Background: an optimization exercise with open tools, aiming at small area and a short achievable clock period. Do not read the settings as production practice. No functional check of the RTL was part of any run shown here.

`design.v`:
```
module ks_vandana_fp_div(
	a1,
	b1,
	c,
	clk
);
	input wire [31:0] a1;
	input wire [31:0] b1;
	input wire clk;
	output wire [31:0] c;
	localparam integer K1 = 3;
	localparam integer K2 = 12;
	function [2:0] sel;    
		input [6:0] sh;
		input [6:0] ch;
		input [2:0] di;
		reg [6:0] e;
		reg ge1, ge0, ge2, gem1;
		begin
			e = sh + ch;
			ge1 = ~e[6] & (e[5] | e[4] | e[3] | (e[2] & (~di[2] | e[1])));
			ge0 = ~e[6] | (e[5] & e[4] & e[3] & (e[2] | (di[2] ? (e[1] | e[0]) : (e[1] & e[0]))));
			case (di)
				3'd0: begin ge2 = ~e[6] & (e[5:0] >= 6'd12); gem1 = ~e[6] | (e[5:0] >= 6'd51); end
				3'd1: begin ge2 = ~e[6] & (e[5:0] >= 6'd14); gem1 = ~e[6] | (e[5:0] >= 6'd49); end
				3'd2: begin ge2 = ~e[6] & (e[5:0] >= 6'd15); gem1 = ~e[6] | (e[5:0] >= 6'd48); end
				3'd3: begin ge2 = ~e[6] & (e[5:0] >= 6'd16); gem1 = ~e[6] | (e[5:0] >= 6'd46); end
				3'd4: begin ge2 = ~e[6] & (e[5:0] >= 6'd18); gem1 = ~e[6] | (e[5:0] >= 6'd44); end
				3'd5: begin ge2 = ~e[6] & (e[5:0] >= 6'd20); gem1 = ~e[6] | (e[5:0] >= 6'd44); end
				3'd6: begin ge2 = ~e[6] & (e[5:0] >= 6'd20); gem1 = ~e[6] | (e[5:0] >= 6'd42); end
				3'd7: begin ge2 = ~e[6] & (e[5:0] >= 6'd24); gem1 = ~e[6] | (e[5:0] >= 6'd40); end
			endcase
			sel = {ge1, ge2 | ~gem1, (ge1 & ~ge2) | (gem1 & ~ge0)};
		end
	endfunction
	wire        sc0 = a1[31] ^ b1[31];
	wire [7:0]  e0  = (a1[30:23] - b1[30:23]) + 8'd127;
	wire        q1  = a1[22] | ~b1[22];
	wire [26:0] ys [2:13];
	wire [26:0] yc [2:13];
	wire [23:0] mbv [1:13];
	wire [2:0]  dig [2:13];    
	wire [24:0] vs, vc;        
	assign mbv[1] = {1'b1, b1[22:0]};
	assign ys[2] = {2'b00, 1'b1, a1[22:0], q1};
	assign yc[2] = q1 ? ~{1'b0, 1'b1, b1[22:0], 2'b00} : 27'd0;
	reg        sc1, sc2;
	reg [7:0]  e1, e2;
	reg [22:0] mb1, mb2;
	reg [26:0] ys1, yc1, ys2, yc2;
	reg        q1_1, q1_2;
	reg [3*K1-1:0] dg1;         
	reg [3*K2-1:0] dg2;         
	genvar j;
	generate
		for (j = 2; j <= 13; j = j + 1) begin : step
			wire [26:0] s_in, c_in;
			wire [23:0] mb;
			if (j == K1 + 1) begin : from1
				assign s_in = ys1;
				assign c_in = yc1;
				assign mb = {1'b1, mb1};
			end else if (j == K2 + 1) begin : from2
				assign s_in = ys2;
				assign c_in = yc2;
				assign mb = {1'b1, mb2};
			end else begin : direct
				assign s_in = ys[j];
				assign c_in = yc[j];
				assign mb = mbv[j-1];
			end
			assign mbv[j] = mb;
			wire qpos, two, one;
			assign {qpos, two, one} = sel(s_in[26:20], c_in[26:20], mb[22:20]);
			wire [2:0] q = {qpos, two, one};
			wire [24:0] so, co;
			wire [24:0] mbl = {1'b0, mb};
			wire [24:0] mbh = {mb, 1'b0};
			genvar i;
			for (i = 0; i < 25; i = i + 1) begin : bt
				wire m = ((one & mbl[i]) | (two & mbh[i])) ^ qpos;
				r4_fa u_fa (.a(s_in[i]), .b(c_in[i]), .ci(m), .s(so[i]), .co(co[i]));
			end
			wire [24:0] wc = {co[23:0], qpos};
			assign dig[j] = q;
			if (j < 13) begin : nxt
				assign ys[j+1] = {so, 2'b00};
				assign yc[j+1] = {wc, 2'b00};
			end else begin : last
				assign vs = so;
				assign vc = wc;
			end
		end
	endgenerate
	wire [3*12-1:0] dall;
	generate
		for (j = 2; j <= 13; j = j + 1) begin : gath
			assign dall[3*(13-j)+2:3*(13-j)] = dig[j];
		end
	endgenerate
	always @(posedge clk) begin
		sc1 <= sc0;
		e1 <= e0;
		mb1 <= b1[22:0];
		q1_1 <= q1;
		ys1 <= ys[K1+1];
		yc1 <= yc[K1+1];
		dg1 <= dall[35:36-3*(K1-1)];
		sc2 <= sc1;
		e2 <= e1;
		mb2 <= mb1;
		q1_2 <= q1_1;
		ys2 <= ys[K2+1];
		yc2 <= yc[K2+1];
		dg2 <= {dg1, dall[35-3*(K1-1):36-3*(K2-1)]};
	end
	wire [35:0] dq = {dg2, dall[35-3*(K2-1):0]};
	wire [24:0] qp, qn;
	assign qp[24] = q1_2;
	assign qn[24] = 1'b0;
	generate
		for (j = 2; j <= 13; j = j + 1) begin : conv
			wire [2:0] d = dq[3*(13-j)+2:3*(13-j)];
			assign qp[2*(13-j)+1:2*(13-j)] = d[2] ? d[1:0] : 2'b00;
			assign qn[2*(13-j)+1:2*(13-j)] = d[2] ? 2'b00 : d[1:0];
		end
	endgenerate
	wire [24:0] v = vs + vc;
	wire [24:0] f = qp - qn - {24'd0, v[24]};
	wire [22:0] frac = f[23] ? f[22:0] : {f[21:0], 1'b0};
	wire [7:0]  ex = f[23] ? e2 : e2 - 8'd1;
	assign c = {sc2, ex, frac};
endmodule
module r4_fa(a, b, ci, s, co);
	input wire a;
	input wire b;
	input wire ci;
	output wire s;
	output wire co;
	assign s = a ^ b ^ ci;
	assign co = (a & b) | (a & ci) | (b & ci);
endmodule
```
`constraint.sdc`:
```
create_clock -name core_clock -period 120.0 [get_ports {clk}]
set_input_delay 24.0000 -clock core_clock [delete_from_list [all_inputs] [get_ports {clk}]]
set_output_delay 24.0000 -clock core_clock [all_outputs]
set_load 0.01 [all_outputs]
```
`run.sh`:
```
#!/bin/bash
# synth_recipe.tcl (not shown) runs the flow's synth.tcl, then flattens the netlist and writes it again
# the make line also repeats each setting of config.mk as NAME=value (left out here)
make -C /OpenROAD-flow-scripts/flow DESIGN_CONFIG=/design/flow/config.mk WORK_HOME=/design/flow/orfs CLKGATE_MAP_FILE= SYNTH_SCRIPT=/design/flow/synth_recipe.tcl finish
```
`config.mk`:
```
export PLATFORM = sky130hd
export DESIGN_NAME = ks_vandana_fp_div
export DESIGN_NICKNAME = ks_vandana_fp_div
export VERILOG_FILES = /design/flow/design.v
export SDC_FILE = /design/flow/constraint.sdc
export NUM_CORES = 4
export LEC_CHECK = 0
export CAP_MARGIN = 20
export CORE_MARGIN = 2
export CORE_UTILIZATION = 40
export SLEW_MARGIN = 20
export SYNTH_HIERARCHICAL = 1
```
==> results of run 1 <==
## sequential cells by signal, indices dropped and copies added (netlist names)
register / cells
yc2: 25
mb2: 23
e2: 8
sc1: 1
yc1: 25
dg2: 32
ys2: 25
sc2: 1
e1: 8
dg1: 5
mb1: 23
ys1: 25
## area by class of cell
cell class / count / area [µm²]
clock buffer: 28 / 656.9
clock inverter: 15 / 206.4
fill: 5418 / 32050
inverter: 71 / 266.5
multi-input combinational: 1954 / 18690
sequential: 201 / 4026
tap: 765 / 957.2
timing repair buffer: 124 / 1171
## modules after synthesis, one instance, submodules excluded
module	flops+latches	cell area [µm²]	copies in the design	cells
ks_vandana_fp_div	201	17570	1	2067
r4_fa	0	20.02	300	1
## layout by cell type (no fill, tap or decap), types with 13 or more instances in the layout
cell type,count
nand2b_1,30
mux2_2,18
xor2_1,28
buf_4,28
nor2_1,91
nand3_1,29
conb_1,45
o21bai_1,17
a22oi_2,35
inv_1,62
nor2b_1,18
fa_1,314
a221oi_1,49
o211ai_1,14
clkdlybuf4s50_1,96
dfxtp_1,199
clkbuf_16,25
a22oi_1,209
a21oi_1,132
nand4_1,13
o21a_1,20
a31oi_1,13
nand2_1,83
nor4_1,15
o21ai_0,70
a21o_1,28
xnor2_1,331
ha_1,130
a211oi_1,15
nor3_1,27
## worst max-delay path by stage
stage	to	slack [ps]	depth (start not counted)
finish	c[30]	86040	34
global placement	c[30]	86670	34
detailed placement	c[30]	86630	34
CTS	c[30]	86000	34
global route	ys2[18]$_DFF_P_	84120	106
floorplan	c[10]	88620	32
## critical path: cells and delay by family (launching register included)
kind | cells | cell delay (ps)
compound gates | 16 | 4130
buf+inv | 4 | 1620
simple gates | 8 | 1510
fa+ha+maj | 4 | 1360
flops | 1 | 430
xor+xnor | 2 | 370
## layer usage
metal,global-route usage,wire [µm]
met5,0,0
met4,0.04518,1234
met3,0.02030,2754
met2,0.3413,29700
met1,0.2738,27780
## synth_stat cells (all sizes together), types with 5 or more instances
cell type	number
nor3	27
a2111oi	6
nand2	83
nand4	13
o31ai	12
o211a	6
a221o	5
o21ai	84
o21bai	19
clkbuf	107
and2	9
o21a	20
or3	7
a211oi	15
inv	71
a21boi	6
fa	314
ha	130
maj3	10
and3	8
a221oi	50
a22oi	244
xor2	29
or2	7
buf	77
nand3	29
a31oi	14
a21oi	139
a21o	28
nor4	15
a2111o	6
nor2b	18
dfxtp	201
xnor2	333
mux2	18
o211ai	14
nor2	95
nand2b	30
## logic make-up after synthesis
| family | after synthesis | synth area share |
|---|---|---|
| muxes | 21 | 0.01040 |
| AOI/OAI and AO/OA | 715 | 0.2222 |
| adders and majority gates | 454 | 0.3398 |
| buffers and inverters | 255 | 0.04595 |
| other | 2 | 0.0003185 |
| and+or+nand+nor | 357 | 0.07524 |
| DFF | 201 | 0.1706 |
| xor gates and xnor gates | 362 | 0.1354 |
==> qor.yml, run 1 <==
run_status:
  status: "no timing/DRC/antenna violations"
detailed_routing:
  wire_per_inst_um: 19.46
  drt_wl_total_um: 61470
  drt_iter0_drc: 1355
  dr.pass1.iters: 5
  via_per_inst: 5.714
  drc: 0
  vias: 18046
  final_antenna_net_count: 0
die:
  core_area_um2: 58030
  dieArea_um2: 60910
  die_w_um: 246.8
  num_rows: 88
  ios: 97
  die_height_um: 246.8
  initial_core_util: 0.4064
setup_path:
  r2r_start: "ys1[20]$_DFF_P_"
  cp_data_required_time_ps: 96000
  cp_max_fo: 34
  critPathKind: "flop to output pin"
  start_kind: "flop"
  max_stage_delay_ps: 550
  reg2reg_to: "ys2[7]$_DFF_P_"
  crit_path_end_kind: "output pin"
  worstSetupStartpoint: "yc2[21]$_DFF_P_"
  r2r_slack_ps: 86640
  reg2reg_depth: 106
  worstPathArrival_ps: 9960
  slowest_stage: "clkdlybuf4s50_1"
cts:
  numCtsBuffers: 24
  cts-root-buf: "clkbuf_16"
  post_cts_resized: 0
  post-cts-setup-buffers: 0
  clk_latency_ps: 550
  cts_tree: "yes"
  clkSlewWorstSetupHoldPaths_ps: 60
  htreeDepth: 1
  clk_path_buf_depth: 3
  clock-sinks: 201
  ctsHoldBuffers: 0
layout:
  final_util: 0.4477
  n_antenna_cell: 0
  final_cell_count_no_fill: 3158
  syn_to_final_growth_pct: 10.17
  fin_area_um2: 25980
  layout-drive-gt1-share: 0.07355
  nets: 2885
timing:
  finalCriticalPeriod_ps: 33960
  fmax_mhz: 29.44
  skew_ps: 20.72
  worst_pin_slew_ps: 1122
  rsz0062_at_grt: "no"
  setup_tns_ps: 0
  final.period_utilization: 0.2830
  max-slew-margin-rel: 0.2518
  finalSetupViolations: 0
  maxSlewViolCount: 0
  hold_violations: 0
  worst_hold_slack_ps: 325.3
  setup_ws_ps: 86040
synth:
  synth_area_um2: 23580
  async_reset_ff_frac: 0
  synth_top_cells_by_area: "fa_1 27%, dfxtp_1 17%, xnor2_1 12%"
  ys_ff_latch: 201
  synthCells: 2367
  synth_flop_cell: "dfxtp_1"
  avgSynthCellArea_um2: 9.962
  seq_area_frac_synth: 0.1706
  synth_edf_count: 0
  synth_top_area_share: 0.2666
  yosysWarnings: 7
  synth_cell_types: 93
  yosysTopAreaCell: "fa_1"
placed_design:
  dp_hpwl_um: 48190
  gp_congestion: 0.8514
  place_inst: 3115
  portBuffers: 96
  preCtsSetupSlack_ps: 86630
  place_area_um2: 25110
min_path:
  hp-start: "e1[4]$_DFF_P_"
  whs_path_depth: 0
  hp-class: "flop to flop"
  holdPathEnd: "e2[4]$_DFF_P_"
global_routing:
  grt_pass1_wl_um: 99380
  grt-ovfl-total: 0
  grt_max_degree: 57
  antenna_found_initial: 0
  grt_pass1_vias: 18365
  grt_usage: 0.2003
run:
  cap_violations: 0
==> run 2: changes to the inputs <==
--- a/design.v
+++ b/design.v
@@ -9,7 +9,6 @@
 	input wire clk;
 	output wire [31:0] c;
 	localparam integer K1 = 3;
-	localparam integer K2 = 12;
 	function [2:0] sel;    
 		input [6:0] sh;
 		input [6:0] ch;
@@ -46,11 +45,12 @@
 	assign yc[2] = q1 ? ~{1'b0, 1'b1, b1[22:0], 2'b00} : 27'd0;
 	reg        sc1, sc2;
 	reg [7:0]  e1, e2;
-	reg [22:0] mb1, mb2;
-	reg [26:0] ys1, yc1, ys2, yc2;
+	reg [22:0] mb1;
+	reg [26:0] ys1, yc1;
+	reg [24:0] vs2, vc2;
 	reg        q1_1, q1_2;
-	reg [3*K1-1:0] dg1;         
-	reg [3*K2-1:0] dg2;         
+	reg [3*K1-1:3] dg1;         
+	reg [35:0] dg2;             
 	genvar j;
 	generate
 		for (j = 2; j <= 13; j = j + 1) begin : step
@@ -60,10 +60,6 @@
 				assign s_in = ys1;
 				assign c_in = yc1;
 				assign mb = {1'b1, mb1};
-			end else if (j == K2 + 1) begin : from2
-				assign s_in = ys2;
-				assign c_in = yc2;
-				assign mb = {1'b1, mb2};
 			end else begin : direct
 				assign s_in = ys[j];
 				assign c_in = yc[j];
@@ -108,13 +104,12 @@
 		dg1 <= dall[35:36-3*(K1-1)];
 		sc2 <= sc1;
 		e2 <= e1;
-		mb2 <= mb1;
 		q1_2 <= q1_1;
-		ys2 <= ys[K2+1];
-		yc2 <= yc[K2+1];
-		dg2 <= {dg1, dall[35-3*(K1-1):36-3*(K2-1)]};
+		vs2 <= vs;
+		vc2 <= vc;
+		dg2 <= {dg1, dall[35-3*(K1-1):0]};
 	end
-	wire [35:0] dq = {dg2, dall[35-3*(K2-1):0]};
+	wire [35:0] dq = dg2;
 	wire [24:0] qp, qn;
 	assign qp[24] = q1_2;
 	assign qn[24] = 1'b0;
@@ -125,7 +120,7 @@
 			assign qn[2*(13-j)+1:2*(13-j)] = d[2] ? 2'b00 : d[1:0];
 		end
 	endgenerate
-	wire [24:0] v = vs + vc;
+	wire [24:0] v = vs2 + vc2;
 	wire [24:0] f = qp - qn - {24'd0, v[24]};
 	wire [22:0] frac = f[23] ? f[22:0] : {f[21:0], 1'b0};
 	wire [7:0]  ex = f[23] ? e2 : e2 - 8'd1;
--- a/config.mk
+++ b/config.mk
@@ -5,6 +5,7 @@
 export SDC_FILE = /design/flow/constraint.sdc
 export NUM_CORES = 4
 export LEC_CHECK = 0
+export ABC_AREA = 1
 export CAP_MARGIN = 20
 export CORE_MARGIN = 2
 export CORE_UTILIZATION = 40
==> qor.yml, run 2 <==
synth:
  async_reset_ff_frac: 0  # unchanged
  synth_top_area_share: 0.2446  # -0.02197
  synth_flop_cell: "dfxtp_1"
  synthCells: 3787  # +60%
  synth_edf_count: 0  # unchanged
  synth_cell_types: 65  # -30%
  synth_area_um2: 25730  # +9.1%
  ys_ff_latch: 181  # -10%
  netlist_top_cells_count: "1677 x nand2_1, 405 x nand3_1, 313 x fa_1, 201 x inv_1, 181 x dfxtp_1"
  synth_top_cells_by_area: "nand2_1 24%, fa_1 24%, dfxtp_1 14%"
  yosysWarnings: 7  # unchanged
  avgSynthCellArea_um2: 6.795  # -32%
  yosysMostFrequentCell: "nand2_1"
  seq_area_frac_synth: 0.1408  # -0.02984
  yosysTopAreaCell: "nand2_1"
global_routing:
  antenna_found_initial: 0  # unchanged
  grt_max_degree: 32  # -44%
  grt_pass1_wl_um: 123000  # +24%
  grt-ovfl-total: 0  # unchanged
  grt_pass1_vias: 23161  # +26%
  grt_usage: 0.2273  # +0.02707
run:
  cap_violations: 0  # unchanged
setup_path:
  critPathKind: "flop to flop"
  r2r_slack_ps: 85270  # -1370 ps
  reg2reg_depth: 140  # +32%
  cpMostUsedCell: "nand2_1"
  slowest_stage: "clkinv_1"
  cp_data_required_time_ps: 120350  # +24350 ps
  max_stage_delay_ps: 810  # +260 ps
  cp_max_fo: 27  # -21%
  start_kind: "flop"
  worstPathArrival_ps: 35080  # +25120 ps
  crit_path_end_kind: "flop"
timing:
  max-slew-margin-rel: 0.2237  # -0.02815
  setup_tns_ps: 0  # unchanged
  finalSetupViolations: 0  # unchanged
  final.period_utilization: 0.2895  # +0.006425
  skew_ps: 20.33  # -0.3878 ps
  maxSlewViolCount: 0  # unchanged
  fmax_mhz: 28.79  # -2.2%
  worst_pin_slew_ps: 1163  # +40.64 ps
  rsz0062_at_grt: "no"
  hold_violations: 0  # unchanged
  finalCriticalPeriod_ps: 34730  # +771.0 ps
layout:
  syn_to_final_growth_pct: 8.198
  largest_register: "dg2"
  layout-drive-gt1-share: 0.04161  # -0.03194
  num-fill-cells: 6586  # +22%
  reg_top3: "dg2: 36 flops, vs2: 25 flops, ys1: 25 flops"
  largest_register_ff_count: 36  # +13%
  nets: 4291  # +49%
  fin_area_um2: 27840  # +7.2%
  seqCellArea_um2: 3623  # -10%
  multiInputGateArea_um2: 20490  # +9.6%
  layout_commonest_cell: "nand2_1"
  n_antenna_cell: 0  # unchanged
  final_cell_mix: "1677 x nand2_1, 405 x nand3_1, 313 x fa_1"
cts:
  cts_tree: "yes"
  clk_latency_ps: 490  # -60 ps
  post_cts_resized: 0  # unchanged
  htreeDepth: 4  # +3
  post-cts-setup-buffers: 0  # unchanged
  ctsHoldBuffers: 0  # unchanged
  numCtsBuffers: 17  # -29%
  clkSlewWorstSetupHoldPaths_ps: 80  # +20 ps
  clk_path_buf_depth: 2  # -1
  clock-sinks: 181  # -10%
  cts-root-buf: "clkbuf_16"
die:
  ios: 97  # unchanged
  core_area_um2: 63310  # +9.1%
  num_rows: 92  # +4.5%
  die_height_um: 257.6  # +4.4%
  initial_core_util: 0.4065  # about the same
  dieArea_um2: 66380  # +9.0%
  die_w_um: 257.6  # +4.4%
placed_design:
  gp_congestion: 0.8911  # +4.7%
  portBuffers: 96  # unchanged
  place_area_um2: 27190  # +8.3%
  dp_hpwl_um: 59810  # +24%
detailed_routing:
  drt_iter0_drc: 1895  # +40%
  drc: 0  # unchanged
  dr.pass1.iters: 6  # +1
  wire_per_inst_um: 16.15  # -17%
  drt_wl_total_um: 74970  # +22%
  vias: 24152  # +34%
  final_antenna_net_count: 0  # unchanged
  via_per_inst: 5.202  # -9.0%
run_status:
  status: "no timing/DRC/antenna violations"
min_path:
  whs_path_depth: 0  # unchanged
  hp-class: "flop to flop"
-- run 2: cell count changes after synthesis, moves of 20 or more --
cell,before,now
inv_2,9,29
a221oi_1,49,1
a22oi_1,209,2
a21oi_1,135,101
a21o_1,28,3
dfxtp_1,201,181
nand2b_1,30,0
inv_1,62,201
a22oi_2,35,0
xnor2_1,331,22
nand3_1,29,405
xor2_1,28,86
nand2_1,83,1677
nor2_1,94,136
-- run 2: through the flow --
step | std cells | worst slack [ps] | hold WS [ps] | util
6_report | 4643 | 85270 | 331.2 | 0.4398
5_1_grt | 4643 | 82150 | 335.4 | 0.4398
4_1_cts | 4643 | 85190 | 331.0 | 0.4398
3_5_place_dp | 4611 | 85280 | 312.1 | 0.4295
3_3_place_gp | 4611 | 85440 | 310.0 | 0.4294
2_1_floorplan | 3830 | 89940 | 309.6 | -
-- run 2: area by class of cell --
type / instances / area share
Tap cell: 846 / 0.03802
Sequential cell: 181 / 0.1301
Clock inverter: 15 / 0.008089
Inverter: 237 / 0.03195
Clock buffer: 17 / 0.01528
Timing Repair Buffer: 118 / 0.04044
Multi-Input combinational cell: 3229 / 0.7361
-- run 2: worst paths after layout --
check | start | end
min reg2reg | e1[0]$_DFF_P_ | e2[0]$_DFF_P_
max reg2reg | ys1[20]$_DFF_P_ | vs2[19]$_DFF_P_
max | ys1[20]$_DFF_P_ | vs2[19]$_DFF_P_
min | e1[0]$_DFF_P_ | e2[0]$_DFF_P_
-- run 2: Yosys stat by module, one instance, submodules excluded --
module             copies in the design  cells  flops+latches
ks_vandana_fp_div                     1   3487            181
r4_fa                               300      1              0
-- run 2: per-layer routing --
metal	vias to the layer above	part of all wire	GRT usage
met1	11406	0.46	0.3153
met4	0	0.014	0.05154
met3	72	0.050	0.02366
met2	691	0.47	0.3819
li1	11983	-	-
met5	-	0	0
-- run 2: worst max-delay path, delay by kind of cell (launching register included) --
family,cells,cell delay [ps]
fa+ha+maj,30,11560
xor+xnor,7,2200
buf+inv,24,7830
flops,1,340
compound gates,15,2140
simple gates,64,10430
-- run 2: kinds of logic after synthesis --
| logic type | Yosys count | synth area share |
|---|---|---|
| and+or+nand+nor | 2335 | 0.3726 |
| adders and majority gates | 442 | 0.3062 |
| buffers and inverters | 420 | 0.06963 |
| AOI/OAI and AO/OA | 288 | 0.06671 |
| DFF | 181 | 0.1408 |
| xor gates and xnor gates | 119 | 0.04371 |
| other | 2 | 0.0002918 |
==> run 3: changes to the inputs <==
--- a/design.v
+++ b/design.v
@@ -73,9 +73,16 @@
 			wire [24:0] mbl = {1'b0, mb};
 			wire [24:0] mbh = {mb, 1'b0};
 			genvar i;
-			for (i = 0; i < 25; i = i + 1) begin : bt
+			for (i = (j == 2) ? 0 : 2; i < 25; i = i + 1) begin : bt
 				wire m = ((one & mbl[i]) | (two & mbh[i])) ^ qpos;
 				r4_fa u_fa (.a(s_in[i]), .b(c_in[i]), .ci(m), .s(so[i]), .co(co[i]));
+			end
+			if (j > 2) begin : blo
+				for (i = 0; i < 2; i = i + 1) begin : bl
+					wire m = ((one & mbl[i]) | (two & mbh[i])) ^ qpos;
+					assign so[i] = m;
+					assign co[i] = 1'b0;
+				end
 			end
 			wire [24:0] wc = {co[23:0], qpos};
 			assign dig[j] = q;
--- a/config.mk
+++ b/config.mk
@@ -5,7 +5,6 @@
 export SDC_FILE = /design/flow/constraint.sdc
 export NUM_CORES = 4
 export LEC_CHECK = 0
-export ABC_AREA = 1
 export CAP_MARGIN = 20
 export CORE_MARGIN = 2
 export CORE_UTILIZATION = 40
==> qor.yml, run 3 <==
timing:
  fmax_mhz: 25.98  # -9.8%
  setup_tns_ps: 0  # unchanged
  setup_ws_ps: 81510  # -3758 ps
  finalCriticalPeriod_ps: 38490  # +3758 ps
  max-slew-margin-rel: 0.2787  # +0.05508
  hold_violations: 0  # unchanged
  maxSlewViolCount: 0  # unchanged
  worst_pin_slew_ps: 1076  # -87.39 ps
  finalSetupViolations: 0  # unchanged
  skew_ps: 16.61  # -3.723 ps
  rsz0062_at_grt: "no"
  final.period_utilization: 0.3208  # +0.03132
  worst_hold_slack_ps: 324.3  # -6.935 ps
synth:
  yosysTopAreaCell: "fa_1"
  synth_edf_count: 0  # unchanged
  ys_ff_latch: 177  # -2.2%
  seq_area_frac_synth: 0.1475  # +0.006654
  synthCells: 2561  # -32%
  yosysWarnings: 7  # unchanged
  avgSynthCellArea_um2: 9.383  # +38%
  netlist_top_cells_count: "291 x fa_1, 204 x xnor2_1, 200 x a21oi_1, 186 x clkbuf_1, 177 x dfxtp_1"
  synth_flop_cell: "dfxtp_1"
  async_reset_ff_frac: 0  # unchanged
  yosysMostFrequentCell: "fa_1"
  synth_cell_types: 101  # +55%
  synth_top_area_share: 0.2424  # -0.002178
  synth_top_cells_by_area: "fa_1 24%, dfxtp_1 15%, xnor2_1 7.4%"
  synth_area_um2: 24030  # -6.6%
detailed_routing:
  dr.pass1.iters: 6  # unchanged
  drt_iter0_drc: 1566  # -17%
  vias: 20219  # -16%
  via_per_inst: 6.198  # +19%
  final_antenna_net_count: 0  # unchanged
  drc: 0  # unchanged
  wire_per_inst_um: 20.76  # +29%
  dr.max_layer_used: "met4"
  drt-met1-wl_um: 30380  # -13%
  wl_met3_um: 3553  # -4.5%
  wl_met2_um: 32470  # -8.5%
  drt_wl_total_um: 67710  # -9.7%
layout:
  fin_area_um2: 25990  # -6.7%
  num-fill-cells: 5715  # -13%
  nets: 2959  # -31%
  final_util: 0.4387  # -0.001095
  largest_register_ff_count: 36  # unchanged
  layout-drive-gt1-share: 0.08236  # +0.04075
  layout_commonest_cell: "fa_1"
  final_cell_mix: "291 x fa_1, 204 x xnor2_1, 197 x a21oi_1"
  syn_to_final_growth_pct: 8.154  # about the same
  n_antenna_cell: 0  # unchanged
  largest_register: "dg2"
  reg_top3: "dg2: 36 flops, vs2: 25 flops, ys1: 25 flops"
  final_cell_count_no_fill: 3262  # -30%
placed_design:
  place_area_um2: 25340  # -6.8%
  dp_hpwl_um: 52290  # -13%
  gp_congestion: 0.8687  # -2.5%
  portBuffers: 96  # unchanged
  place_inst: 3230  # -30%
  preCtsSetupSlack_ps: 81700  # -3583 ps
cts:
  cts_tree: "yes"
  clock-sinks: 177  # -2.2%
  htreeDepth: 4  # unchanged
  cts-root-buf: "clkbuf_16"
  clk_path_buf_depth: 2  # unchanged
  numCtsBuffers: 17  # unchanged
  clkSlewWorstSetupHoldPaths_ps: 70  # about the same
  ctsHoldBuffers: 0  # unchanged
  post_cts_resized: 0  # unchanged
  post-cts-setup-buffers: 0  # unchanged
  clk_latency_ps: 480  # about the same
global_routing:
  grt_pass1_wl_um: 108800  # -12%
  grt_usage: 0.2133  # -0.01401
  antenna_found_initial: 1  # +1
  grt_max_degree: 51  # +59%
  grt_pass1_vias: 19603  # -15%
  grt-ovfl-total: 0  # unchanged
setup_path:
  start_kind: "flop"
  critPathKind: "flop to flop"
  crit_path_end_kind: "flop"
  cp_data_required_time_ps: 120350  # about the same
  max_stage_delay_ps: 930  # +120 ps
  r2r_slack_ps: 81510  # -3760 ps
  cpMostUsedCell: "fa_1"
  slowest_stage: "dfxtp_2"
  worstPathArrival_ps: 38840  # +3760 ps
  cp_max_fo: 47  # +74%
die:
  num_rows: 89  # -3.3%
  dieArea_um2: 62050  # -6.5%
  initial_core_util: 0.4056  # -0.0008487
  die_height_um: 249.1  # -3.3%
  core_area_um2: 59240  # -6.4%
  ios: 97  # unchanged
  die_w_um: 249.1  # -3.3%
min_path:
  hp-class: "flop to flop"
run_status:
  status: "no timing/DRC/antenna violations"
run:
  cap_violations: 0  # unchanged
[run 3: cell count changes in the layout (fill, tap and decap cells not counted), sizes merged, moves of 32 or more]
| cell | previous run | this run |
|---|---|---|
| a221o | 0 | 69 |
| a21o | 3 | 51 |
| nand3 | 409 | 27 |
| a221oi | 1 | 92 |
| a22oi | 2 | 156 |
| a21oi | 105 | 209 |
| nor2 | 146 | 81 |
| xnor2 | 25 | 206 |
| inv | 238 | 85 |
| mux2 | 0 | 38 |
| a32oi | 1 | 44 |
| nand2 | 1692 | 106 |
| xor2 | 94 | 35 |
| o31ai | 3 | 35 |
[run 3: worst paths after layout]
path                   startpoint        endpoint  cells after the start
setup / recovery  mb1[20]$_DFF_P_  vs2[4]$_DFF_P_                    118
hold / removal      e1[1]$_DFF_P_   e2[1]$_DFF_P_                      0
setup reg to reg  mb1[20]$_DFF_P_  vs2[4]$_DFF_P_                    118
hold reg to reg     e1[1]$_DFF_P_   e2[1]$_DFF_P_                      0
[run 3: final cells by class]
type	instances	area, µm²	share of cell area
multi-input cells	2065	19280	0.7418
flip-flops and latches	177	3567	0.1373
repair buffers	135	1265	0.04867
well taps	773	967.2	0.03722
clock buffers	17	425.4	0.01637
inverters	80	300.3	0.01155
clock inverters	15	183.9	0.007077
[run 3: per-layer routing]
| metal | GRT usage | vias to the layer above |
|---|---|---|
| li1 | - | 9286 |
| met4 | 0.05749 | 0 |
| met3 | 0.02059 | 79 |
| met2 | 0.3579 | 710 |
| met1 | 0.2938 | 10144 |
| met5 | 0 | - |
[run 3: cell families (layout without fill, tap and decap cells)]
kind of cell	after synthesis	count (layout)	share of synthesized area
compound gates	945	945	0.2907
xor+xnor	241	241	0.08847
fa+ha+maj	424	424	0.3111
buf+inv	338	247	0.05775
flops	177	177	0.1475
mux	48	48	0.02197
other cells	2	21	0.0003125
simple gates	386	386	0.08232
[run 3: worst max-delay path: cells and delay by family, from the launching register on]
| family | cells | cell delay (ps) |
|---|---|---|
| compound gates | 54 | 15130 |
| xor+xnor | 14 | 4110 |
| fa+ha+maj | 28 | 11020 |
| buf+inv | 4 | 1860 |
| flops | 1 | 930 |
| mux | 2 | 910 |
| simple gates | 16 | 4260 |
[run 3: modules after synthesis, one instance, submodules excluded]
module	cells	copies in the design	cell area (µm²)	flip-flops and latches
ks_vandana_fp_div	2283	1	18460	177
r4_fa	1	278	20.02	0
==> run 4: changes to the inputs <==
--- a/design.v
+++ b/design.v
@@ -70,16 +70,22 @@
 			assign {qpos, two, one} = sel(s_in[26:20], c_in[26:20], mb[22:20]);
 			wire [2:0] q = {qpos, two, one};
 			wire [24:0] so, co;
+			wire one_b, two_b, qpos_b;
+			r4_buf u_b1 (.a(one), .y(one_b));
+			r4_buf u_b2 (.a(two), .y(two_b));
+			r4_buf u_b3 (.a(qpos), .y(qpos_b));
 			wire [24:0] mbl = {1'b0, mb};
 			wire [24:0] mbh = {mb, 1'b0};
 			genvar i;
 			for (i = (j == 2) ? 0 : 2; i < 25; i = i + 1) begin : bt
-				wire m = ((one & mbl[i]) | (two & mbh[i])) ^ qpos;
+				wire m = (i >= 16) ? (((one & mbl[i]) | (two & mbh[i])) ^ qpos)
+					: (((one_b & mbl[i]) | (two_b & mbh[i])) ^ qpos_b);
 				r4_fa u_fa (.a(s_in[i]), .b(c_in[i]), .ci(m), .s(so[i]), .co(co[i]));
 			end
 			if (j > 2) begin : blo
 				for (i = 0; i < 2; i = i + 1) begin : bl
-					wire m = ((one & mbl[i]) | (two & mbh[i])) ^ qpos;
+					wire m = (i >= 16) ? (((one & mbl[i]) | (two & mbh[i])) ^ qpos)
+					: (((one_b & mbl[i]) | (two_b & mbh[i])) ^ qpos_b);
 					assign so[i] = m;
 					assign co[i] = 1'b0;
 				end
@@ -142,3 +148,8 @@
 	assign s = a ^ b ^ ci;
 	assign co = (a & b) | (a & ci) | (b & ci);
 endmodule
+module r4_buf(a, y);
+	input wire a;
+	output wire y;
+	assign y = a;
+endmodule
==> qor.yml, run 4 <==
run_status:
  status: "no timing/DRC/antenna violations"
layout:
  n_antenna_cell: 0  # unchanged
  reg_top3: "dg2: 36 flops, vs2: 25 flops, ys1: 25 flops"
  final_cell_mix: "325 x xnor2_1, 291 x fa_1, 218 x a22oi_1"
  fin_area_um2: 24790  # -4.6%
  layout-drive-gt1-share: 0.05424  # -0.02813
  syn_to_final_growth_pct: 7.949
  layout_commonest_cell: "xnor2_1"
  largest_register: "dg2"
  nets: 2831  # -4.3%
  num-fill-cells: 5485  # -4.0%
  largest_register_ff_count: 36  # unchanged
setup_path:
  critPathCapture: "vs2[8]$_DFF_P_"
  start_kind: "flop"
  critPathKind: "flop to flop"
  worstPathArrival_ps: 38580  # -260 ps
  worstSetupStartpoint: "mb1[22]$_DFF_P_"
  reg2reg_depth: 122  # +3.4%
  r2r_start: "mb1[22]$_DFF_P_"
  slowest_stage: "a32o_1"
  cp_max_fo: 43  # -8.5%
  reg2reg_to: "vs2[8]$_DFF_P_"
  crit_path_end_kind: "flop"
  cpMostUsedCell: "fa_1"
  cp_data_required_time_ps: 120360  # about the same
  r2r_slack_ps: 81780  # +270 ps
  max_stage_delay_ps: 890  # -40 ps
synth:
  async_reset_ff_frac: 0  # unchanged
  synth_cell_types: 97  # -4.0%
  yosysTopAreaCell: "fa_1"
  ys_ff_latch: 177  # unchanged
  netlist_top_cells_count: "326 x xnor2_1, 291 x fa_1, 218 x a22oi_1, 177 x dfxtp_1, 159 x clkbuf_1"
  synth_area_um2: 22970  # -4.4%
  yosysMostFrequentCell: "xnor2_1"
  seq_area_frac_synth: 0.1543  # +0.006829
  synth_top_cells_by_area: "fa_1 25%, dfxtp_1 15%, xnor2_1 12%"
  synth_top_area_share: 0.2537  # +0.01123
  synth_edf_count: 0  # unchanged
  synth_flop_cell: "dfxtp_1"
  avgSynthCellArea_um2: 9.510  # +1.4%
  yosysWarnings: 7  # unchanged
  synthCells: 2415  # -5.7%
placed_design:
  portBuffers: 96  # unchanged
  gp_congestion: 0.9003  # +3.6%
  dp_hpwl_um: 50660  # -3.1%
  place_area_um2: 24180  # -4.6%
  preCtsSetupSlack_ps: 81090  # -603.1 ps
cts:
  cts_tree: "yes"
  clk_path_buf_depth: 2  # unchanged
  clkSlewWorstSetupHoldPaths_ps: 70  # about the same
  numCtsBuffers: 17  # unchanged
  ctsHoldBuffers: 0  # unchanged
  clk_latency_ps: 480  # about the same
  clock-sinks: 177  # unchanged
  htreeDepth: 4  # unchanged
  cts-root-buf: "clkbuf_16"
  post-cts-setup-buffers: 0  # unchanged
  post_cts_resized: 0  # unchanged
timing:
  finalCriticalPeriod_ps: 38220  # -271.7 ps
  maxSlewViolCount: 0  # unchanged
  skew_ps: 11.11  # -5.503 ps
  finalSetupViolations: 0  # unchanged
  worst_hold_slack_ps: 320.6  # -3.681 ps
  final.period_utilization: 0.3185  # -0.002264
  hold_violations: 0  # unchanged
  rsz0062_at_grt: "no"
  setup_ws_ps: 81780  # +271.7 ps
  max-slew-margin-rel: 0.2625  # -0.01626
  setup_tns_ps: 0  # unchanged
  worst_pin_slew_ps: 1105  # +29.54 ps
  fmax_mhz: 26.16  # +0.71%
detailed_routing:
  drc: 0  # unchanged
  dr.pass1.iters: 8  # +2
  wire_per_inst_um: 20.68  # -0.38%
  final_antenna_net_count: 0  # unchanged
  drt_wl_total_um: 64430  # -4.8%
  via_per_inst: 5.894  # -4.9%
  vias: 18367  # -9.2%
  drt_iter0_drc: 1461  # -6.7%
global_routing:
  grt_pass1_vias: 18910  # -3.5%
  antenna_found_initial: 0  # -1
  grt_pass1_wl_um: 102800  # -5.5%
  grt_usage: 0.2181  # +0.004735
  grt_max_degree: 57  # +12%
  grt-ovfl-total: 0  # unchanged
die:
  ios: 97  # unchanged
  core_area_um2: 56600  # -4.5%
  num_rows: 87  # -2.2%
  die_w_um: 243.6  # -2.2%
  dieArea_um2: 59350  # -4.4%
  die_height_um: 243.6  # -2.2%
  initial_core_util: 0.4057  # about the same
min_path:
  hp-class: "flop to flop"
  whs_path_depth: 0  # unchanged
run:
  cap_violations: 0  # unchanged
## run 4: cell count changes after synthesis, moves of 31 or more
cell      previous run  this run
xnor2_1            204       326
a22oi_1            141       218
a221oi_1            92        21
a21oi_1            200       146
a32oi_1             44         9
nor2_1              79       114
a221o_1             69        36
buf_4                7        38
## run 4: worst max-delay path: cells and delay by family (launching register included)
kind	cells	cell delay, ps
AND/OR/NAND/NOR	16	4160
buffers and inverters	7	2390
flip-flops	1	310
AO/OA/AOI/OAI	58	16230
adder cells (fa/ha/maj)	27	10640
XOR/XNOR	14	4230
## run 4: worst min-delay path by stage
stage / endpoint / start / slack, ps
finish: e2[1]$_DFF_P_ / e1[1]$_DFF_P_ / 320
global route: e2[5]$_DFF_P_ / e1[5]$_DFF_P_ / 330
CTS: e2[1]$_DFF_P_ / e1[1]$_DFF_P_ / 320
detailed placement: dg2[30]$_DFF_P_ / dg1[3]$_DFF_P_ / 310
floorplan: dg2[30]$_DFF_P_ / dg1[3]$_DFF_P_ / 310
global placement: e2[6]$_DFF_P_ / e1[6]$_DFF_P_ / 310
## run 4: layout make-up
cell class	count	area, µm²	share of cell area
flip-flops and latches	177	3547	0.1431
repair buffers	126	1190	0.04800
well taps	756	945.9	0.03815
multi-input cells	1957	18270	0.7368
inverters	69	261.5	0.01055
clock inverters	12	148.9	0.006006
clock buffers	19	432.9	0.01746
## run 4: logic make-up (layout without fill, tap and decap cells)
| family | Yosys count | after routing | synth area share |
|---|---|---|---|
| other cells | 2 | 21 | 0.0003270 |
| fa+ha+maj | 423 | 423 | 0.3250 |
| simple gates | 395 | 395 | 0.08096 |
| xor+xnor | 365 | 365 | 0.1408 |
| buf+inv | 300 | 226 | 0.05710 |
| flops | 177 | 177 | 0.1543 |
| mux | 23 | 23 | 0.01051 |
| compound gates | 730 | 730 | 0.2309 |
## run 4: metal layers
metal / vias up / share of wire / GRT usage
met1: 9221 / 0.42 / 0.2716
met4: 0 / 0.030 / 0.08339
met5: - / 0 / 0
met2: 628 / 0.51 / 0.3820
met3: 116 / 0.047 / 0.02996
li1: 8402 / - / -
## run 4: Yosys stat by module, one instance, submodules excluded
module	flip-flops and latches	cell area, µm²	times used
r4_buf	0	7.507	36
r4_fa	0	20.02	278
ks_vandana_fp_div	177	17130	1
## run 4: through the flow
step           cells    util
2_1_floorplan   2434       -
3_3_place_gp    3084  0.4271
3_5_place_dp    3084  0.4271
4_1_cts         3115  0.4374
5_1_grt         3116  0.4380
6_report        3116  0.4380
==> run 5: changes to the inputs <==
--- a/design.v
+++ b/design.v
@@ -10,13 +10,10 @@
 	output wire [31:0] c;
 	localparam integer K1 = 3;
 	function [2:0] sel;    
-		input [6:0] sh;
-		input [6:0] ch;
+		input [6:0] e;
 		input [2:0] di;
-		reg [6:0] e;
 		reg ge1, ge0, ge2, gem1;
 		begin
-			e = sh + ch;
 			ge1 = ~e[6] & (e[5] | e[4] | e[3] | (e[2] & (~di[2] | e[1])));
 			ge0 = ~e[6] | (e[5] & e[4] & e[3] & (e[2] | (di[2] ? (e[1] | e[0]) : (e[1] & e[0]))));
 			case (di)
@@ -67,28 +64,19 @@
 			end
 			assign mbv[j] = mb;
 			wire qpos, two, one;
-			assign {qpos, two, one} = sel(s_in[26:20], c_in[26:20], mb[22:20]);
+			wire [6:0] est;
+			r4_est u_est (.a(s_in[26:20]), .b(c_in[26:20]), .e(est));
+			assign {qpos, two, one} = sel(est, mb[22:20]);
 			wire [2:0] q = {qpos, two, one};
 			wire [24:0] so, co;
-			wire one_b, two_b, qpos_b;
-			r4_buf u_b1 (.a(one), .y(one_b));
-			r4_buf u_b2 (.a(two), .y(two_b));
-			r4_buf u_b3 (.a(qpos), .y(qpos_b));
 			wire [24:0] mbl = {1'b0, mb};
 			wire [24:0] mbh = {mb, 1'b0};
 			genvar i;
-			for (i = (j == 2) ? 0 : 2; i < 25; i = i + 1) begin : bt
-				wire m = (i >= 16) ? (((one & mbl[i]) | (two & mbh[i])) ^ qpos)
-					: (((one_b & mbl[i]) | (two_b & mbh[i])) ^ qpos_b);
+			for (i = 0; i < 25; i = i + 1) begin : bt
+				wire nt, m;
+				r4_aoi22 u_t (.a(one), .b(mbl[i]), .c(two), .d(mbh[i]), .y(nt));
+				r4_xnor2 u_m (.a(nt), .b(qpos), .y(m));
 				r4_fa u_fa (.a(s_in[i]), .b(c_in[i]), .ci(m), .s(so[i]), .co(co[i]));
-			end
-			if (j > 2) begin : blo
-				for (i = 0; i < 2; i = i + 1) begin : bl
-					wire m = (i >= 16) ? (((one & mbl[i]) | (two & mbh[i])) ^ qpos)
-					: (((one_b & mbl[i]) | (two_b & mbh[i])) ^ qpos_b);
-					assign so[i] = m;
-					assign co[i] = 1'b0;
-				end
 			end
 			wire [24:0] wc = {co[23:0], qpos};
 			assign dig[j] = q;
@@ -148,8 +136,74 @@
 	assign s = a ^ b ^ ci;
 	assign co = (a & b) | (a & ci) | (b & ci);
 endmodule
-module r4_buf(a, y);
-	input wire a;
-	output wire y;
-	assign y = a;
-endmodule
+module r4_est(a, b, e);
+	input wire [6:0] a;
+	input wire [6:0] b;
+	output wire [6:0] e;
+	wire [6:0] g, p;
+	genvar k;
+	generate
+		for (k = 0; k < 7; k = k + 1) begin : pg
+			r4_ha u_ha (.a(a[k]), .b(b[k]), .s(p[k]), .co(g[k]));
+		end
+	endgenerate
+	wire c1 = g[0];
+	wire c2, c3, c4, c5, c6, g32, p32, g54, p54;
+	r4_ao21 u_c2 (.a(p[1]), .b(g[0]), .c(g[1]), .y(c2));
+	r4_ao21 u_g32 (.a(p[3]), .b(g[2]), .c(g[3]), .y(g32));
+	r4_and2 u_p32 (.a(p[3]), .b(p[2]), .y(p32));
+	r4_ao21 u_g54 (.a(p[5]), .b(g[4]), .c(g[5]), .y(g54));
+	r4_and2 u_p54 (.a(p[5]), .b(p[4]), .y(p54));
+	r4_ao21 u_c3 (.a(p[2]), .b(c2), .c(g[2]), .y(c3));
+	r4_ao21 u_c4 (.a(p32), .b(c2), .c(g32), .y(c4));
+	r4_ao21 u_c5 (.a(p[4]), .b(c4), .c(g[4]), .y(c5));
+	r4_ao21 u_c6 (.a(p54), .b(c4), .c(g54), .y(c6));
+	assign e[0] = p[0];
+	r4_xor2 u_e1 (.a(p[1]), .b(c1), .y(e[1]));
+	r4_xor2 u_e2 (.a(p[2]), .b(c2), .y(e[2]));
+	r4_xor2 u_e3 (.a(p[3]), .b(c3), .y(e[3]));
+	r4_xor2 u_e4 (.a(p[4]), .b(c4), .y(e[4]));
+	r4_xor2 u_e5 (.a(p[5]), .b(c5), .y(e[5]));
+	r4_xor2 u_e6 (.a(p[6]), .b(c6), .y(e[6]));
+endmodule
+module r4_ha(a, b, s, co);
+	input wire a;
+	input wire b;
+	output wire s;
+	output wire co;
+	assign s = a ^ b;
+	assign co = a & b;
+endmodule
+module r4_ao21(a, b, c, y);
+	input wire a;
+	input wire b;
+	input wire c;
+	output wire y;
+	assign y = (a & b) | c;
+endmodule
+module r4_and2(a, b, y);
+	input wire a;
+	input wire b;
+	output wire y;
+	assign y = a & b;
+endmodule
+module r4_xor2(a, b, y);
+	input wire a;
+	input wire b;
+	output wire y;
+	assign y = a ^ b;
+endmodule
+module r4_aoi22(a, b, c, d, y);
+	input wire a;
+	input wire b;
+	input wire c;
+	input wire d;
+	output wire y;
+	assign y = ~((a & b) | (c & d));
+endmodule
+module r4_xnor2(a, b, y);
+	input wire a;
+	input wire b;
+	output wire y;
+	assign y = ~(a ^ b);
+endmodule
==> qor.yml, run 5 <==
cts:
  clk_path_buf_depth: 2  # unchanged
  htreeDepth: 4  # unchanged
  clkSlewWorstSetupHoldPaths_ps: 80  # about the same
  clk_latency_ps: 440  # -40 ps
  cts_tree: "yes"
  clock-sinks: 181  # +2.3%
  post-cts-setup-buffers: 0  # unchanged
  numCtsBuffers: 17  # unchanged
  ctsHoldBuffers: 0  # unchanged
  cts-root-buf: "clkbuf_16"
  post_cts_resized: 0  # unchanged
timing:
  worst_hold_slack_ps: 323.8  # +3.202 ps
  max-slew-margin-rel: 0.2446  # -0.01792
  maxSlewViolCount: 0  # unchanged
  fmax_mhz: 27.14  # +3.7%
  hold_violations: 0  # unchanged
  final.period_utilization: 0.3071  # -0.01141
  setup_ws_ps: 83150  # +1369 ps
  finalSetupViolations: 0  # unchanged
  worst_pin_slew_ps: 1131  # +25.58 ps
  setup_tns_ps: 0  # unchanged
  rsz0062_at_grt: "no"
  finalCriticalPeriod_ps: 36850  # -1369 ps
  skew_ps: 13.42  # +2.310 ps
synth:
  avgSynthCellArea_um2: 10.89  # +14%
  synth_edf_count: 0  # unchanged
  synth_flop_cell: "dfxtp_1"
  synth_top_area_share: 0.2566  # +0.002902
  netlist_top_cells_count: "327 x xnor2_1, 301 x fa_1, 300 x a22oi_2, 181 x dfxtp_1, 142 x ha_1"
  async_reset_ff_frac: 0  # unchanged
  ys_ff_latch: 181  # +2.3%
  synth_top_cells_by_area: "fa_1 26%, a22oi_2 16%, dfxtp_1 15%"
  synthCells: 2157  # -11%
  yosysMostFrequentCell: "xnor2_1"
  yosysWarnings: 7  # unchanged
  yosysTopAreaCell: "fa_1"
  synth_cell_types: 68  # -30%
  seq_area_frac_synth: 0.1543  # about the same
  synth_area_um2: 23490  # +2.3%
detailed_routing:
  drt_iter0_drc: 1113  # -24%
  final_antenna_net_count: 0  # unchanged
  vias: 17282  # -5.9%
  drc: 0  # unchanged
  via_per_inst: 5.541  # -6.0%
  drt_wl_total_um: 61560  # -4.5%
  dr.pass1.iters: 5  # -3
  wire_per_inst_um: 19.74  # -4.5%
layout:
  final_cell_mix: "327 x xnor2_1, 301 x fa_1, 300 x a22oi_2"
  num-fill-cells: 5437  # -0.88%
  layout-drive-gt1-share: 0.1839  # +0.1297
  layout_commonest_cell: "xnor2_1"
  largest_register: "dg2"
  n_antenna_cell: 0  # unchanged
  nets: 2851  # +0.71%
  syn_to_final_growth_pct: 14.10
  largest_register_ff_count: 36  # unchanged
  reg_top3: "dg2: 36 flops, vs2: 25 flops, ys1: 25 flops"
  fin_area_um2: 26800  # +8.1%
  final_cell_count_no_fill: 3119  # +0.096%
die:
  core_area_um2: 57920  # +2.3%
  num_rows: 88  # +1.1%
  die_height_um: 246.3  # +1.1%
  ios: 97  # unchanged
  dieArea_um2: 60670  # +2.2%
  initial_core_util: 0.4055  # about the same
  die_w_um: 246.3  # +1.1%
setup_path:
  cpMostUsedCell: "a21o_1"
  crit_path_end_kind: "flop"
  max_stage_delay_ps: 930  # +40 ps
  reg2reg_depth: 111  # -9.0%
  start_kind: "flop"
  cp_data_required_time_ps: 120320  # -40 ps
  slowest_stage: "a21oi_4"
  worstPathArrival_ps: 37170  # -1410 ps
  cp_max_fo: 42  # -2.3%
  critPathKind: "flop to flop"
placed_design:
  place_area_um2: 26090  # +7.9%
  gp_congestion: 0.8676  # -3.6%
  preCtsSetupSlack_ps: 82200  # +1112 ps
  place_inst: 3084  # unchanged
  portBuffers: 96  # unchanged
  dp_hpwl_um: 48230  # -4.8%
min_path:
  hp-class: "flop to flop"
  whs_path_depth: 0  # unchanged
global_routing:
  grt_pass1_vias: 18151  # -4.0%
  antenna_found_initial: 0  # unchanged
  grt-ovfl-total: 0  # unchanged
  grt_max_degree: 65  # +14%
  grt_usage: 0.2038  # -0.01426
  grt_pass1_wl_um: 98530  # -4.2%
run:
  cap_violations: 0  # unchanged
run_status:
  status: "no timing/DRC/antenna violations"
run 5: cell types whose count changed in the layout (fill, tap and decap cells not counted), moves of 19 or more:
cell,previous run,this run
a21o_1,49,106
a21oi_1,144,102
a21oi_4,2,21
a221o_1,36,1
a22oi_1,218,1
a22oi_2,4,300
and2_1,5,28
conb_1,21,97
nand2_1,125,63
nor2_1,111,69
nor3_1,18,48
o21bai_1,26,2
xor2_1,34,85
run 5: per-layer routing:
layer,wire length [µm],GRT usage
met5,0,0
met4,1313,0.05209
met3,1847,0.01950
met2,30600,0.3605
met1,27800,0.2658
run 5: per-stage QoR:
step	utilization
2_1_floorplan	-
3_3_place_gp	0.4495
3_5_place_dp	0.4504
4_1_cts	0.4603
5_1_grt	0.4627
6_report	0.4627
run 5: final cells by class:
type	count	area (µm²)	share of cell area
Multi-Input combinational cell	1951	19990	0.7461
Timing Repair Buffer	145	1469	0.05481
Tap cell	765	957.2	0.03572
Sequential cell	181	3627	0.1354
Clock inverter	12	145.1	0.005416
Inverter	47	176.4	0.006583
Clock buffer	18	429.2	0.01601
run 5: modules after synthesis, one instance, submodules excluded:
module,area (µm²),cells,flops+latches
r4_xnor2,8.758,1,0
r4_fa,20.02,1,0
r4_xor2,8.758,1,0
r4_aoi22,12.51,1,0
r4_ao21,7.507,1,0
r4_est,7.507,1,0
r4_and2,6.256,1,0
r4_ha,12.51,1,0
ks_vandana_fp_div,8547,981,181
run 5: worst max-delay path, delay by kind of cell (launching register included):
family,cells,cell delay [ps]
and+or+nand+nor,10,2730
AOI/OAI and AO/OA,52,14670
buffers and inverters,11,4420
xor gates and xnor gates,19,6360
adders and majority gates,19,8110
DFF,1,320
run 5: kinds of logic after synthesis:
kind of cell             Yosys count  synth area share
flip-flops                       181            0.1543
adder cells (fa/ha/maj)          445            0.3331
other                              2         0.0003198
AND/OR/NAND/NOR                  295           0.06105
XOR/XNOR                         412            0.1536
buffers and inverters            120           0.02195
AO/OA/AOI/OAI                    683            0.2668
multiplexers                      19          0.008843
run 5: path summary, 6_finish.rpt:
path,startpoint,to,slack (ps)
min reg2reg,e1[3]$_DFF_P_,e2[3]$_DFF_P_,320
min,e1[3]$_DFF_P_,e2[3]$_DFF_P_,320
max reg2reg,mb1[21]$_DFF_P_,vs2[21]$_DFF_P_,83150
max,mb1[21]$_DFF_P_,vs2[21]$_DFF_P_,83150
==> run 6: changes to the inputs <==
--- a/design.v
+++ b/design.v
@@ -9,26 +9,6 @@
 	input wire clk;
 	output wire [31:0] c;
 	localparam integer K1 = 3;
-	function [2:0] sel;    
-		input [6:0] e;
-		input [2:0] di;
-		reg ge1, ge0, ge2, gem1;
-		begin
-			ge1 = ~e[6] & (e[5] | e[4] | e[3] | (e[2] & (~di[2] | e[1])));
-			ge0 = ~e[6] | (e[5] & e[4] & e[3] & (e[2] | (di[2] ? (e[1] | e[0]) : (e[1] & e[0]))));
-			case (di)
-				3'd0: begin ge2 = ~e[6] & (e[5:0] >= 6'd12); gem1 = ~e[6] | (e[5:0] >= 6'd51); end
-				3'd1: begin ge2 = ~e[6] & (e[5:0] >= 6'd14); gem1 = ~e[6] | (e[5:0] >= 6'd49); end
-				3'd2: begin ge2 = ~e[6] & (e[5:0] >= 6'd15); gem1 = ~e[6] | (e[5:0] >= 6'd48); end
-				3'd3: begin ge2 = ~e[6] & (e[5:0] >= 6'd16); gem1 = ~e[6] | (e[5:0] >= 6'd46); end
-				3'd4: begin ge2 = ~e[6] & (e[5:0] >= 6'd18); gem1 = ~e[6] | (e[5:0] >= 6'd44); end
-				3'd5: begin ge2 = ~e[6] & (e[5:0] >= 6'd20); gem1 = ~e[6] | (e[5:0] >= 6'd44); end
-				3'd6: begin ge2 = ~e[6] & (e[5:0] >= 6'd20); gem1 = ~e[6] | (e[5:0] >= 6'd42); end
-				3'd7: begin ge2 = ~e[6] & (e[5:0] >= 6'd24); gem1 = ~e[6] | (e[5:0] >= 6'd40); end
-			endcase
-			sel = {ge1, ge2 | ~gem1, (ge1 & ~ge2) | (gem1 & ~ge0)};
-		end
-	endfunction
 	wire        sc0 = a1[31] ^ b1[31];
 	wire [7:0]  e0  = (a1[30:23] - b1[30:23]) + 8'd127;
 	wire        q1  = a1[22] | ~b1[22];
@@ -64,19 +44,23 @@
 			end
 			assign mbv[j] = mb;
 			wire qpos, two, one;
-			wire [6:0] est;
-			r4_est u_est (.a(s_in[26:20]), .b(c_in[26:20]), .e(est));
-			assign {qpos, two, one} = sel(est, mb[22:20]);
+			r4_sel u_sel (.sh(s_in[26:20]), .ch(c_in[26:20]), .di(mb[22:20]),
+				.qpos(qpos), .two(two), .one(one));
 			wire [2:0] q = {qpos, two, one};
 			wire [24:0] so, co;
 			wire [24:0] mbl = {1'b0, mb};
 			wire [24:0] mbh = {mb, 1'b0};
 			genvar i;
-			for (i = 0; i < 25; i = i + 1) begin : bt
-				wire nt, m;
-				r4_aoi22 u_t (.a(one), .b(mbl[i]), .c(two), .d(mbh[i]), .y(nt));
-				r4_xnor2 u_m (.a(nt), .b(qpos), .y(m));
+			for (i = (j == 2) ? 0 : 2; i < 25; i = i + 1) begin : bt
+				wire m = ((one & mbl[i]) | (two & mbh[i])) ^ qpos;
 				r4_fa u_fa (.a(s_in[i]), .b(c_in[i]), .ci(m), .s(so[i]), .co(co[i]));
+			end
+			if (j > 2) begin : blo
+				for (i = 0; i < 2; i = i + 1) begin : bl
+					wire m = ((one & mbl[i]) | (two & mbh[i])) ^ qpos;
+					assign so[i] = m;
+					assign co[i] = 1'b0;
+				end
 			end
 			wire [24:0] wc = {co[23:0], qpos};
 			assign dig[j] = q;
@@ -127,6 +111,29 @@
 	wire [7:0]  ex = f[23] ? e2 : e2 - 8'd1;
 	assign c = {sc2, ex, frac};
 endmodule
+module r4_sel(sh, ch, di, qpos, two, one);
+input wire [6:0] sh; input wire [6:0] ch; input wire [2:0] di; output wire qpos, two, one;
+wire [6:0] e;
+r4_est u_est (.a(sh), .b(ch), .e(e));
+wire ge1 = ~e[6] & (e[5] | e[4] | e[3] | (e[2] & (~di[2] | e[1])));
+wire ge0 = ~e[6] | (e[5] & e[4] & e[3] & (e[2] | (di[2] ? (e[1] | e[0]) : (e[1] & e[0]))));
+reg ge2, gem1;
+always @(*) begin
+  case (di)
+    3'd0: begin ge2 = ~e[6] & (e[5:0] >= 6'd12); gem1 = ~e[6] | (e[5:0] >= 6'd51); end
+    3'd1: begin ge2 = ~e[6] & (e[5:0] >= 6'd14); gem1 = ~e[6] | (e[5:0] >= 6'd49); end
+    3'd2: begin ge2 = ~e[6] & (e[5:0] >= 6'd15); gem1 = ~e[6] | (e[5:0] >= 6'd48); end
+    3'd3: begin ge2 = ~e[6] & (e[5:0] >= 6'd16); gem1 = ~e[6] | (e[5:0] >= 6'd46); end
+    3'd4: begin ge2 = ~e[6] & (e[5:0] >= 6'd18); gem1 = ~e[6] | (e[5:0] >= 6'd44); end
+    3'd5: begin ge2 = ~e[6] & (e[5:0] >= 6'd20); gem1 = ~e[6] | (e[5:0] >= 6'd44); end
+    3'd6: begin ge2 = ~e[6] & (e[5:0] >= 6'd20); gem1 = ~e[6] | (e[5:0] >= 6'd42); end
+    3'd7: begin ge2 = ~e[6] & (e[5:0] >= 6'd24); gem1 = ~e[6] | (e[5:0] >= 6'd40); end
+  endcase
+end
+assign qpos = ge1;
+assign two = ge2 | ~gem1;
+assign one = (ge1 & ~ge2) | (gem1 & ~ge0);
+endmodule
 module r4_fa(a, b, ci, s, co);
 	input wire a;
 	input wire b;
@@ -193,17 +200,3 @@
 	output wire y;
 	assign y = a ^ b;
 endmodule
-module r4_aoi22(a, b, c, d, y);
-	input wire a;
-	input wire b;
-	input wire c;
-	input wire d;
-	output wire y;
-	assign y = ~((a & b) | (c & d));
-endmodule
-module r4_xnor2(a, b, y);
-	input wire a;
-	input wire b;
-	output wire y;
-	assign y = ~(a ^ b);
-endmodule
==> qor.yml, run 6 <==
cts:
  clk_path_buf_depth: 2  # unchanged
  ctsHoldBuffers: 0  # unchanged
  clkSlewWorstSetupHoldPaths_ps: 80  # about the same
  post-cts-setup-buffers: 0  # unchanged
  cts_tree: "yes"
  htreeDepth: 4  # unchanged
  clk_latency_ps: 450  # about the same
  clock-sinks: 177  # -2.2%
  numCtsBuffers: 17  # unchanged
  post_cts_resized: 0  # unchanged
  cts-root-buf: "clkbuf_16"
timing:
  worst_pin_slew_ps: 1083  # -47.35 ps
  max-slew-margin-rel: 0.2778  # +0.03324
  maxSlewViolCount: 0  # unchanged
  final.period_utilization: 0.3066  # -0.0005183
  hold_violations: 0  # unchanged
  skew_ps: 17.89  # +4.473 ps
  setup_ws_ps: 83210  # +62.20 ps
  finalCriticalPeriod_ps: 36790  # -62.20 ps
  rsz0062_at_grt: "no"
  finalSetupViolations: 0  # unchanged
  setup_tns_ps: 0  # unchanged
  fmax_mhz: 27.18  # +0.17%
setup_path:
  max_stage_delay_ps: 870  # -60 ps
  critPathCapture: "vs2[8]$_DFF_P_"
  worst-path-stages: 119  # +7.2%
  worstPathArrival_ps: 37100  # -70 ps
  reg2reg_depth: 119  # +7.2%
  r2r_slack_ps: 83210  # +60 ps
  slowest_stage: "o31a_1"
  reg2reg_to: "vs2[8]$_DFF_P_"
  cp_max_fo: 25  # -40%
  crit_family: "compound AO/OA/AOI/OAI gates"
  start_kind: "flop"
  worstSetupStartpoint: "yc1[21]$_DFF_P_"
  cpMostUsedCell: "a21o_1"
  cp_data_required_time_ps: 120310  # about the same
  r2r_start: "yc1[21]$_DFF_P_"
global_routing:
  grt_pass1_wl_um: 91050  # -7.6%
  grt_max_degree: 91  # +40%
  grt_pass1_vias: 17616  # -2.9%
  grt_usage: 0.1865  # -0.01731
  antenna_found_initial: 0  # unchanged
  grt-ovfl-total: 0  # unchanged
synth:
  synth_edf_count: 0  # unchanged
  async_reset_ff_frac: 0  # unchanged
  yosysMostFrequentCell: "xnor2_1"
  synth_top_cells_by_area: "fa_1 25%, dfxtp_1 16%, xnor2_1 12%"
  synth_compound_area_frac: 0.2156  # -0.05122
  netlist_top_cells_count: "308 x xnor2_1, 279 x fa_1, 264 x a22oi_1, 177 x dfxtp_1"
  synth_top_family_by_area: "adder cells"
  synth_cell_types: 74  # +8.8%
  muxShareOfSynthArea: 0.004324  # -0.004520
  seq_area_frac_synth: 0.1570  # +0.002704
  synth_area_um2: 22570  # -3.9%
  synth_top_area_share: 0.2475  # -0.009116
  yosysWarnings: 8  # +1
  synth_flop_cell: "dfxtp_1"
  yosysTopAreaCell: "fa_1"
  synthAdderAreaFrac: 0.3364  # +0.003297
  ys_ff_latch: 177  # -2.2%
  synthCells: 2282  # +5.8%
  avgSynthCellArea_um2: 9.891  # -9.2%
  synthXorXnorAreaFrac: 0.1568  # +0.003121
detailed_routing:
  drc: 0  # unchanged
  wire_per_inst_um: 18.32  # -7.2%
  via_per_inst: 5.673  # +2.4%
  final_antenna_net_count: 0  # unchanged
  drt_wl_total_um: 55230  # -10%
  drt_iter0_drc: 1232  # +11%
  vias: 17099  # -1.1%
die:
  initial_core_util: 0.4026  # -0.002893
  core_area_um2: 56060  # -3.2%
  num_rows: 87  # -1.1%
  ios: 97  # unchanged
  die_height_um: 241.6  # -1.9%
placed_design:
  gp_congestion: 0.8499  # -2.0%
  portBuffers: 96  # unchanged
  dp_hpwl_um: 42950  # -11%
  preCtsSetupSlack_ps: 83990  # +1789 ps
run:
  cap_violations: 0  # unchanged
run_status:
  status: "no timing/DRC/antenna violations"
layout:
  final_util: 0.4386  # -0.02415
  final_cell_mix: "308 x xnor2_1, 279 x fa_1, 264 x a22oi_1"
  nets: 2729  # -4.3%
  largest_register: "dg2"
  largest_register_ff_count: 36  # unchanged
  layout_commonest_cell: "xnor2_1"
  reg_top3: "dg2: 36 flops, vs2: 25 flops, ys1: 25 flops"
  n_antenna_cell: 0  # unchanged
  num-fill-cells: 5291  # -2.7%
  syn_to_final_growth_pct: 8.925
min_path:
  hp-class: "flop to flop"
## run 6: stage by stage
stage,cells,instance area (µm²),hold slack (ps)
2_1_floorplan,2305,22660,309.6
6_report,3014,24590,327.5
5_1_grt,3014,24590,330.0
3_5_place_dp,2982,24010,312.1
3_3_place_gp,2982,24010,311.2
4_1_cts,3014,24580,328.9
## run 6: worst reg2reg max path: cells and delay by family, from the launching register on
family / cells / cell delay (ps)
buffers and inverters: 1 / 340
adders and majority gates: 20 / 8410
AOI/OAI and AO/OA: 54 / 15860
xor gates and xnor gates: 20 / 7050
DFF: 1 / 340
and+or+nand+nor: 24 / 4690
## run 6: per-layer routing
layer / wire length [µm] / vias up / global-route usage
met5: 0 / - / 0
met3: 2141 / 72 / 0.01909
li1: - / 7947 / -
met1: 24970 / 8618 / 0.2455
met2: 27240 / 462 / 0.3272
met4: 869 / 0 / 0.04622
## run 6: cell families after synthesis
group / count (synthesis)
compound gates: 649
fa+ha+maj: 443
xor+xnor: 404
simple gates: 334
buf+inv: 264
flops: 177
mux: 9
other cells: 2
## run 6: worst min-delay path by stage
stage                        start              end  cells after the start
CTS                 dg1[4]$_DFF_P_  dg2[31]$_DFF_P_                      0
global placement       sc1$_DFF_P_      sc2$_DFF_P_                      0
finish              dg1[8]$_DFF_P_  dg2[35]$_DFF_P_                      0
detailed placement  dg1[4]$_DFF_P_  dg2[31]$_DFF_P_                      0
global route        dg1[6]$_DFF_P_  dg2[33]$_DFF_P_                      0
floorplan           dg1[3]$_DFF_P_  dg2[30]$_DFF_P_                      0
## run 6: final cells by class
class / instances / area, µm² / share of cell area
flip-flops and latches: 177 / 3550 / 0.1444
multi-input cells: 1864 / 18100 / 0.7362
repair buffers: 127 / 1194 / 0.04855
well taps: 756 / 945.9 / 0.03847
clock buffers: 19 / 452.9 / 0.01842
inverters: 58 / 217.7 / 0.008855
clock inverters: 13 / 125.1 / 0.005089
## run 6: modules after synthesis (local to each module, per instance)
module | copies in the design | flops+latches | cell area (µm²) | cells inside
r4_est | 12 | 0 | 7.507 | 1
r4_ha | 84 | 0 | 12.51 | 1
r4_ao21 | 84 | 0 | 7.507 | 1
r4_fa | 278 | 0 | 20.02 | 1
r4_xor2 | 72 | 0 | 8.758 | 1
r4_and2 | 24 | 0 | 6.256 | 1
r4_sel | 12 | 0 | 234.0 | 34
ks_vandana_fp_div | 1 | 177 | 11650 | 1320

what the ideal ports hide:
The flow's constraints put no driver on any port. The routed layouts listed below were extracted and timed again, unchanged, in two steps. Step 1 assumes that a clkbuf_16 drives the clock port and a buf_2 every other input. Step 2 also shifts input and output timing later by t, the mid clock arrival at the registers, as if the neighbouring blocks saw the same clock. a / b / c = no drivers / after step 1 / after step 2; a / b = the first two.
run | t, ns | slack for setup (ns) | worst setup path after step 2
run 1 | 0.595 | 86.037 / 85.983 / 86.524 | input to register
run 2 | 0.536 | 85.266 / 85.266 / 85.266 | register to register
run 3 | 0.528 | 81.508 / 81.508 / 81.508 | register to register
run 4 | 0.534 | 81.779 / 81.779 / 81.779 | register to register
run 5 | 0.489 | 83.148 / 83.148 / 83.148 | register to register
run 6 | 0.498 | 83.211 / 83.211 / 83.211 | register to register
After both steps setup and hold are still met in every run listed.
